Context: an optimization exercise on an open-source flow, tuned for small area and a short achievable clock period. The choices shown serve that exercise and are no tape-out recipe.
Where RTL was checked, it was by simulation tests only, not by an equivalence proof against the original.
Power is estimated from default activity; no workload was simulated.

==> inputs of nickel <==
Design alu_d, start of the top module:
module alu_d #(parameter N = 32)
(
  input clk, rst,
  input [1:0] inp_valid,
  input mode,
  input [3:0] cmd,
  input ce, cin,
  input [N-1:0] opa, opb,
  output reg err, g, l, e,
  output oflow, cout,
  output [(2*N-1):0] res
);
==> flow/config.mk <==
export PLATFORM = sky130hd
export DESIGN_NAME = alu_d
export DESIGN_NICKNAME = alu_d
export VERILOG_FILES = /design/flow/design.v
export SDC_FILE = /design/flow/constraint.sdc
export NUM_CORES = 4
export LEC_CHECK = 0
export ABC_AREA = 1
export CAP_MARGIN = 20
export CORE_MARGIN = 2
export CORE_UTILIZATION = 40
export CTS_CLUSTER_DIAMETER = 60
export CTS_CLUSTER_SIZE = 10
export PLACE_DENSITY = 0.6
export SLEW_MARGIN = 20
==> flow/constraint.sdc <==
create_clock -name core_clock -period 11.0 [get_ports {clk}]
set_input_delay 2.2000 -clock core_clock [delete_from_list [all_inputs] [get_ports {clk}]]
set_output_delay 2.2000 -clock core_clock [all_outputs]
set_load 0.01 [all_outputs]
standard.sh (not shown) runs the stock make flow with config.mk's settings and CLKGATE_MAP_FILE= SYNTH_SCRIPT=/design/flow/synth_recipe.tcl, a recipe that flattens the netlist after the stock synthesis.
==> flow/flow/run.sh <==
#!/bin/bash
# The standard layout, with the port buffers made of a plain buffer cell
# (buf_2) instead of the delay-cell buffers buffer_ports picks by default,
# and timing repair aimed at a larger setup slack.
set -o pipefail
export BUFFER_PORTS_ARGS="-buffer_cell sky130_fd_sc_hd__buf_2"
export SETUP_SLACK_MARGIN=6
bash standard.sh > standard.log 2>&1
==> ember: changes against nickel <==
Settings changed: PLACE_DENSITY 0.6 to 0.75.
==> qor summary <==
| quantity | nickel | ember |
|---|---|---|
| Run status | timing/DRC/antenna clean | timing/DRC/antenna clean |
| DR iter-0 viols | 4664 | 4855 |
| Share of the cycle needed by the critical path after routing | 0.448 | 0.448 |
| ClkCell Share | 0.0257 | 0.0300 |
| FF-to-FF setup slack | 6.07 ns | 6.08 ns |
| Total leakage power | 16.7 nW | 16.8 nW |
| Clock network fraction of total power | 0.171 | 0.189 |
| Overall track demand over capacity in global routing | 0.307 | 0.299 |
| Worst path bufs/invs | 4 | 2 |
| Fmax | 203 MHz | 203 MHz |
| Number of search-and-repair iterations in the first detailed-routing pass | 9 | 10 |
| Placement Setup Slack | 4.51 ns | 4.46 ns |
| Quantity of gates resized following cts | 64 | 63 |
No functional check of the RTL was part of any run of this note.

* * *

==> inputs of v10 <==
alu_d, a different RTL version from the one above (not shown whole).
==> flow/config.mk <==
export PLATFORM = sky130hd
export DESIGN_NAME = alu_d
export DESIGN_NICKNAME = alu_d
export VERILOG_FILES = /design/flow/design.v
export SDC_FILE = /design/flow/constraint.sdc
export NUM_CORES = 4
export LEC_CHECK = 0
export ABC_AREA = 1
export CAP_MARGIN = 20
export CORE_MARGIN = 2
export CORE_UTILIZATION = 40
export CTS_BUF_LIST = sky130_fd_sc_hd__clkbuf_8
export CTS_CLUSTER_DIAMETER = 60
export CTS_CLUSTER_SIZE = 10
export GPL_ROUTABILITY_DRIVEN = 0
export PLACE_DENSITY = 0.6
export SLEW_MARGIN = 20
==> flow/constraint.sdc <==
create_clock -name core_clock -period 11.0 [get_ports {clk}]
set_input_delay 2.2000 -clock core_clock [delete_from_list [all_inputs] [get_ports {clk}]]
set_output_delay 2.2000 -clock core_clock [all_outputs]
set_load 0.01 [all_outputs]
==> flow/flow/run.sh <==
#!/bin/bash
# The standard layout, with the port buffers made of a plain buffer cell
# (buf_1) instead of the delay-cell buffers buffer_ports picks by default,
# and timing repair aimed at a larger setup slack.
set -o pipefail
export BUFFER_PORTS_ARGS="-buffer_cell sky130_fd_sc_hd__buf_1"
export SETUP_SLACK_MARGIN=6
bash standard.sh > standard.log 2>&1
==> inputs of v21, as changes to v10 <==
--- a/flow/flow/run.sh
+++ b/flow/flow/run.sh
@@ -6,3 +6,3 @@
 export BUFFER_PORTS_ARGS="-buffer_cell sky130_fd_sc_hd__buf_1"
-export SETUP_SLACK_MARGIN=6
+export SETUP_SLACK_MARGIN=6.3
 bash standard.sh > standard.log 2>&1
GPL_ROUTABILITY_DRIVEN = not set   (was 0)
==> inputs of v9, as changes to v10 <==
--- a/flow/flow/run.sh
+++ b/flow/flow/run.sh
@@ -6,3 +6,3 @@
 export BUFFER_PORTS_ARGS="-buffer_cell sky130_fd_sc_hd__buf_1"
-export SETUP_SLACK_MARGIN=6
+export SETUP_SLACK_MARGIN=6.22
 bash standard.sh > standard.log 2>&1
GPL_ROUTABILITY_DRIVEN = not set   (was 0)
==> inputs of v14, as changes to v10 <==
--- a/flow/flow/run.sh
+++ b/flow/flow/run.sh
@@ -6,3 +6,3 @@
 export BUFFER_PORTS_ARGS="-buffer_cell sky130_fd_sc_hd__buf_1"
-export SETUP_SLACK_MARGIN=6
+export SETUP_SLACK_MARGIN=6.45
 bash standard.sh > standard.log 2>&1
GPL_ROUTABILITY_DRIVEN = not set   (was 0)
==> flow_metrics.tcl <==
set metrics [dict create \
    status "timing/DRC/antenna clean" \
    p_leak_nw 17.76 \
    power_switching_mw 3.151 \
    crit_path_end_kind "output pin" \
    use_met1_pct 40.85 \
    clkLatencyLatePin_ps 680 \
    seq_share_pct 12.32 \
    fin_crit_sh_pct 43.50 \
    wl_met1_um 59040 \
    clock_power_uw 730 \
    layout_common_cells "inv_1, xor2_1, nand2_1, o22ai_1, fa_1" \
    dr_wl_met3_um 22640 \
    fmax_mhz 209.0 \
    drive_above_1_share_pct 16.71 \
    ir_drop_v 0.00008092 \
    avgRoutedWirePerCell_um 27.36 \
]
-- figures above: v14

==> flow_metrics.tcl <==
set metrics [dict create \
    status "timing/DRC/antenna clean" \
    dr_wl_met3_um 21640 \
    avgRoutedWirePerCell_um 26.18 \
    gp_congestion 1.007 \
    crit_slowest_cell "dfxtp_4" \
    fin_crit_sh_pct 42.72 \
    ir_drop_v 0.00009376 \
    crit_path_end_kind "output pin" \
    seq_share_pct 12.95 \
    clock_power_uw 690 \
    drive_above_1_share_pct 11.86 \
    layout_common_cells "nand2_1, inv_1, xor2_1, o22ai_1, fa_1" \
    power_switching_mw 2.970 \
    clkLatencyLatePin_ps 640 \
    use_met1_pct 40.00 \
    fmax_mhz 212.8 \
    p_leak_nw 16.61 \
]
-- figures above: v21

==> flow_metrics.tcl <==
set metrics [dict create \
    status "timing/DRC/antenna clean" \
    overflow 0 \
    crit_path_end_kind "output pin" \
    use_met1_pct 40.36 \
    drive_above_1_share_pct 9.977 \
    avgRoutedWirePerCell_um 26.50 \
    ir_drop_v 0.00008921 \
    post_cts_buffers 4 \
    fmax_mhz 207.9 \
    hold_viol 0 \
    wl_met1_um 56800 \
    syn_area_um2 36050 \
    clkLatencyLatePin_ps 640 \
    dr_wl_met3_um 21760 \
    fin_crit_sh_pct 43.74 \
    p_leak_nw 16.35 \
]
-- figures above: v9

==> flow_metrics.tcl <==
set metrics [dict create \
    avgRoutedWirePerCell_um 25.64 \
    use_met1_pct 39.51 \
    status "timing/DRC/antenna clean" \
    wl_met1_um 55290 \
    fin_crit_sh_pct 44.83 \
    clock_power_uw 697 \
    crit_path_end_kind "flop" \
    clkLatencyLatePin_ps 640 \
    layout_common_cells "nand2_1, inv_1, xor2_1, o22ai_1, fa_1" \
    drive_above_1_share_pct 6.496 \
    ir_drop_v 0.00007457 \
    p_leak_nw 15.86 \
]
-- figures above: v10


* * *

==> inputs of trial 3 <==
alu_d, a different RTL version from the one above (not shown whole).
==> flow/config.mk <==
export PLATFORM = sky130hd
export DESIGN_NAME = alu_d
export DESIGN_NICKNAME = alu_d
export VERILOG_FILES = /design/flow/design.v
export SDC_FILE = /design/flow/constraint.sdc
export NUM_CORES = 4
export LEC_CHECK = 0
export ABC_AREA = 1
export CAP_MARGIN = 20
export CORE_MARGIN = 2
export CORE_UTILIZATION = 40
export CTS_BUF_LIST = sky130_fd_sc_hd__clkbuf_8
export CTS_CLUSTER_DIAMETER = 60
export CTS_CLUSTER_SIZE = 10
export PLACE_DENSITY = 0.6
export SLEW_MARGIN = 20
==> flow/constraint.sdc <==
create_clock -name core_clock -period 11.0 [get_ports {clk}]
set_input_delay 2.2000 -clock core_clock [delete_from_list [all_inputs] [get_ports {clk}]]
set_output_delay 2.2000 -clock core_clock [all_outputs]
set_load 0.01 [all_outputs]
==> flow/flow/run.sh <==
#!/bin/bash
# The standard layout, with the port buffers made of a plain buffer cell
# (buf_2) instead of the delay-cell buffers buffer_ports picks by default,
# and timing repair aimed at a larger setup slack.
set -o pipefail
export BUFFER_PORTS_ARGS="-buffer_cell sky130_fd_sc_hd__buf_2"
export SETUP_SLACK_MARGIN=6.25
bash standard.sh > standard.log 2>&1
==> build 18 (differences from trial 3) <==
==> flow/flow/run.sh (replaced) <==
#!/bin/bash
# The standard layout, with the port buffers made of a plain buffer cell
# (buf_2) instead of the delay-cell buffers buffer_ports picks by default,
# and timing repair aimed at a larger setup slack.
set -o pipefail
export BUFFER_PORTS_ARGS="-buffer_cell sky130_fd_sc_hd__buf_2"
export SETUP_SLACK_MARGIN=6
bash standard.sh > standard.log 2>&1
Settings changed: CORE_UTILIZATION 40 to 50.
==> trial 26 (differences from trial 3) <==
--- a/flow/design.v
+++ b/flow/design.v
@@ -98,24 +98,25 @@
   wire csel = m_cmp | sgn;
   wire usg = u_sadd | u_ssub;
   wire [N-1:0] ax = {opa[N-1] ^ usg, opa[N-2:0]};
   wire [N-1:0] bx = {opb[N-1] ^ usg, opb[N-2:0]};
   wire lt = ax < bx;
   wire eq = opa == opb;
-  reg [N-1:0] a_r;
+  reg [N-1:0] an_r;
+  wire [N-1:0] a_r = ~an_r;
   reg [N:0]   b_r;
-  reg [16:0]  dneg, done, dtwo;
+  reg [16:0]  dneg, donen, dtwon;
   reg c0_r, ena_r, seta_r, sxa_r;
   reg sel_lo, sel_hi, sel_t32, sel_mul, sel_ext, sel_cout, sel_subov, sel_sov;
   reg g_r, l_r, e_r, err_r;
   always @(posedge clk) begin
-    a_r  <= opa | {N{u_decb}};
+    an_r <= ~(opa | {N{u_decb}});
     b_r  <= b_next;
     dneg <= neg_next;
-    done <= one_next;
-    dtwo <= two_next;
+    donen <= ~one_next;
+    dtwon <= ~two_next;
     c0_r <= c0_next;
     ena_r  <= u_add | u_sub | u_adc | u_sbc | u_inca | u_deca | u_mul | u_sadd | u_ssub;
     seta_r <= u_decb;
     sxa_r  <= u_sadd | u_ssub;
     sel_lo  <= m_add | m_sub | m_adc | m_sbc | m_inca | m_deca | m_incb | m_decb | m_mul | m_mul1 | sgn
              | l_and | l_or | l_xor | inv_log | l_shrb | l_shlb | l_shla | l_rolok | l_ror;
@@ -131,16 +132,16 @@
     e_r <= csel & eq;
     err_r <= (l_rol | l_ror) & rot_err;
   end
   wire [N:0] arow = {(a_r[N-1] & sxa_r) | seta_r, (a_r & {N{ena_r}}) | {N{seta_r}}};
   wire [32:0] pp [0:16];
   generate for (gi = 0; gi < 17; gi = gi + 1) begin : ppg
-    wire [33:0] ax2 = {1'b0, a_r, 1'b0};
+    wire [33:0] ax2n = {1'b1, an_r, 1'b1};
     genvar gj;
     for (gj = 0; gj < 33; gj = gj + 1) begin : ppb
-      assign pp[gi][gj] = ((ax2[gj+1] & done[gi]) | (ax2[gj] & dtwo[gi])) ^ dneg[gi];
+      assign pp[gi][gj] = ~((ax2n[gj+1] | donen[gi]) & (ax2n[gj] | dtwon[gi])) ^ dneg[gi];
     end
   end endgenerate
   wire s1;
   wire k2;
   wire s3;
   wire k4;
==> flow/run.sh (new file) <==
#!/bin/bash
# synth_recipe.tcl (not shown) runs the flow's synth.tcl, then flattens the netlist and writes it again
# the make line also repeats each setting of config.mk as NAME=value (left out here)
make -C /OpenROAD-flow-scripts/flow DESIGN_CONFIG=/design/flow/config.mk WORK_HOME=/design/flow/orfs CLKGATE_MAP_FILE= SYNTH_SCRIPT=/design/flow/synth_recipe.tcl finish
Settings changed: SETUP_SLACK_MARGIN set to 5.
removed: flow/flow/run.sh
removed: flow/standard.sh
==> comparison <==
Between build 18 and trial 3, the lower routed wire length is in build 18 (gap about 3.6%, measured against trial 3).
Clock skew: trial 26 > build 18 > trial 3.
Count of clock-buffer cells in the layout: trial 3 is lower than build 18 (3).
Global-route usage, highest first: build 18, trial 3, trial 26.
Of trial 26 and build 18, trial 26 has the higher sequential power (gap about 5%, measured against build 18).
Of build 18 and trial 26, trial 26 has the higher cell count (gap about 2.6%, measured against trial 26).
Synthesized area is about the same in trial 3 and trial 26.
In critical path depth, build 18 and trial 3 do not differ.
In sequential share of layout area, build 18 and trial 26 hardly differ.
Worst hold slack: build 18 < trial 26 < trial 3.
In sequential cell count, build 18 and trial 26 do not differ.
==> figures <==
Outcome: build 18 finished clean; trial 26 finished clean; trial 3 finished clean
Post-layout worst setup margin: build 18 6.03 ns; trial 26 5.27 ns; trial 3 6.27 ns
Cell area power density: build 18 147 nW/um^2; trial 26 148 nW/um^2; trial 3 151 nW/um^2
Cell with the largest stage delay on the worst path: build 18 sky130_fd_sc_hd__dfxtp_1; trial 26 sky130_fd_sc_hd__clkdlybuf4s50_1; trial 3 sky130_fd_sc_hd__dfxtp_2
Met3 Resource Use GR: build 18 0.115; trial 26 0.0959; trial 3 0.102
Number of cells on the worst reg-to-reg path: build 18 12; trial 26 10; trial 3 12
Critical path endpoint: build 18 res[29]; trial 26 res[23]; trial 3 res[51]
Combined area of the multi-input logic cells: build 18 27500 sq um; trial 26 27300 sq um; trial 3 28300 sq um
Diodes inserted: build 18 2; trial 26 1; trial 3 1
Clock buffers created by TritonCTS: build 18 37; trial 26 35; trial 3 37
Overall power: build 18 5680 uW; trial 26 5740 uW; trial 3 6140 uW
Met1 track utilization from global routing: build 18 0.489; trial 26 0.408; trial 3 0.410
Number of antenna violations at the first check in global routing: build 18 3; trial 26 4; trial 3 4
Post-Synthesis Cells: build 18 4476; trial 26 4500; trial 3 4476
Crit Reg-Reg Endpoint: build 18 s_r[36]$_DFF_P_; trial 26 s_r[33]$_DFF_P_; trial 3 s_r[28]$_DFF_P_
Number of nets produced by synthesis: build 18 5224; trial 26 5248; trial 3 5224
Gp weighted congestion: build 18 0.984; trial 26 0.981; trial 3 0.987
Post-Synth Adder-Cell Area: build 18 0.339; trial 26 0.339; trial 3 0.339
Iteration-0 DRC count of the detailed router: build 18 3930; trial 26 4278; trial 3 4471
Wire length of the first global-routing pass: build 18 210000 microns; trial 26 214000 microns; trial 3 216000 microns
Number of library cell types mapped by synthesis: build 18 54; trial 26 55; trial 3 54
Count of inserted tapcells: build 18 950; trial 26 1176; trial 3 1176
Die width: build 18 272 microns; trial 26 304 microns; trial 3 304 microns

* * *

==> run Y: inputs <==
RTL: one of the versions met above, not the one the previous note started from.
export LEC_CHECK = 0
export ABC_AREA = 1
export CAP_MARGIN = 20
export CORE_MARGIN = 2
export CORE_UTILIZATION = 40
export CTS_BUF_LIST = sky130_fd_sc_hd__clkbuf_8 sky130_fd_sc_hd__clkbuf_16
export CTS_CLUSTER_DIAMETER = 60
export CTS_CLUSTER_SIZE = 10
export PLACE_DENSITY = 0.6
export SLEW_MARGIN = 20
create_clock -name core_clock -period 11.0 [get_ports {clk}]
==> flow/flow/run.sh <==
#!/bin/bash
# The standard layout, with the port buffers made of a plain buffer cell
# (buf_1) instead of the delay-cell buffers buffer_ports picks by default,
# and timing repair aimed at a larger setup slack.
set -o pipefail
export BUFFER_PORTS_ARGS="-buffer_cell sky130_fd_sc_hd__buf_1"
export SETUP_SLACK_MARGIN=6
bash standard.sh > standard.log 2>&1
==> run P: changes against run Y <==
==> flow/flow/run.sh (replaced) <==
#!/bin/bash
# The standard layout, with the port buffers made of a plain buffer cell
# (buf_2) instead of the delay-cell buffers buffer_ports picks by default,
# and timing repair aimed at a larger setup slack.
set -o pipefail
export BUFFER_PORTS_ARGS="-buffer_cell sky130_fd_sc_hd__buf_2"
export SETUP_SLACK_MARGIN=6
bash standard.sh > standard.log 2>&1
--- a/flow/config.mk
+++ b/flow/config.mk
@@ -11,3 +11,3 @@
 export CORE_UTILIZATION = 40
-export CTS_BUF_LIST = sky130_fd_sc_hd__clkbuf_8 sky130_fd_sc_hd__clkbuf_16
+export CTS_BUF_LIST = sky130_fd_sc_hd__clkbuf_8
 export CTS_CLUSTER_DIAMETER = 60
==> run R: changes against run Y <==
--- a/flow/flow/run.sh
+++ b/flow/flow/run.sh
@@ -6,3 +6,3 @@
 export BUFFER_PORTS_ARGS="-buffer_cell sky130_fd_sc_hd__buf_1"
-export SETUP_SLACK_MARGIN=6
+export SETUP_SLACK_MARGIN=6.15
 bash standard.sh > standard.log 2>&1
--- a/flow/config.mk
+++ b/flow/config.mk
@@ -11,3 +11,3 @@
 export CORE_UTILIZATION = 40
-export CTS_BUF_LIST = sky130_fd_sc_hd__clkbuf_8 sky130_fd_sc_hd__clkbuf_16
+export CTS_BUF_LIST = sky130_fd_sc_hd__clkbuf_8
 export CTS_CLUSTER_DIAMETER = 60
==> qor summary <==
| metric | run Y | run R | run P |
|---|---|---|---|
| Status | timing/DRC/antenna clean | timing/DRC/antenna clean | timing/DRC/antenna clean |
| Number of clock buffers in the layout | 38 | 38 | 37 |
| Routed WL per cell | 26.2 um | 26.3 um | 26.0 um |
| Worst setup slack before clock tree synthesis | 5.68 ns | 5.68 ns | 5.75 ns |
| Placement Cell Area | 37100 sq um | 37100 sq um | 37300 sq um |
| Diodes inserted | 1 | 2 | 1 |
| TritonCTS Buffers | 35 | 35 | 36 |
| Leakage Power | 16.0 nW | 16.1 nW | 16.3 nW |
| Hold slack | 0.412 ns | 0.415 ns | 0.407 ns |
| Max VDD drop | 0.0878 mV | 0.0892 mV | 0.0943 mV |
| Placed Cells incl. Taps | 5536 | 5536 | 5540 |
| Wire length after detailed routing | 147 mm | 148 mm | 146 mm |
| Fraction of met2 tracks used by global routing | 45.2% | 45.6% | 45.0% |
| Initial antenna violation count | 4 | 3 | 6 |
| Detailed placer's ending HPWL | 101 mm | 101 mm | 99.7 mm |
| Clock tree root driver cell | clkbuf_16 | clkbuf_8 | clkbuf_8 |
| Total global routing track utilization | 31.1% | 31.2% | 30.7% |
| Multi-input logic portion of the cell area | 71.2% | 71.8% | 71.7% |
| Count of multi-input combinational gates | 3281 | 3285 | 3282 |
| Hold Startpoint | sel_sov$_DFF_P_ | e_r$_DFF_P_ | g_r$_DFF_P_ |
| Switching power as a share of total power | 47.3% | 49.3% | 49.5% |
| Number of global-route vias before repair | 33385 | 33493 | 33140 |
| Finished Core Util | 42.9% | 43.0% | 42.8% |
| Count of cells resized by post-cts repair | 28 | 82 | 39 |

## what the ideal ports hide
Ports are ideal in the flow. The routed layouts listed here were re-timed in OpenROAD.
Step 1 sets driving cells, clkbuf_16 on the clock port and buf_2 on the other inputs (assumed; they add their load-dependent delay and slew).
Step 2, shift: input delay + t, output delay - t, t = (earliest + latest rising clock arrival at the registers) / 2. This alone moves slack from input paths to output paths.
Slacks: ideal / step 1 / step 2; pairs: ideal / step 1.
run	t, ns	slack for setup (ns)	clock arrival spread, ns	worst data-port slew with drivers (ns)
nickel	0.623	6.071 / 6.002 / 5.633	0.027 / 0.027	0.04
ember	0.655	6.068 / 6.009 / 5.721	0.025 / 0.025	0.05
v10	0.681	6.069 / 6.014 / 5.890	0.037 / 0.037	0.05
v21	0.684	6.301 / 6.237 / 5.878	0.041 / 0.042	0.05
v9	0.678	6.189 / 6.129 / 5.903	0.056 / 0.056	0.05
v14	0.717	6.215 / 6.156 / 5.930	0.042 / 0.042	0.04
trial 3	0.702	6.271 / 6.209 / 5.775	0.037 / 0.037	0.05
build 18	0.690	6.030 / 5.961 / 5.793	0.056 / 0.055	0.05
trial 26	0.693	5.266 / 5.203 / 5.435	0.069 / 0.069	0.04
run Y	0.625	6.080 / 6.065 / 5.894	0.022 / 0.021	0.05
run P	0.712	6.085 / 6.076 / 6.054	0.040 / 0.040	0.04
run R	0.675	6.213 / 6.173 / 5.929	0.053 / 0.052	0.04
After both steps every run listed still meets setup and hold. The setup slack of trial 3, which loses most, moves by -0.062 ns with the drivers and by -0.496 ns with both steps.
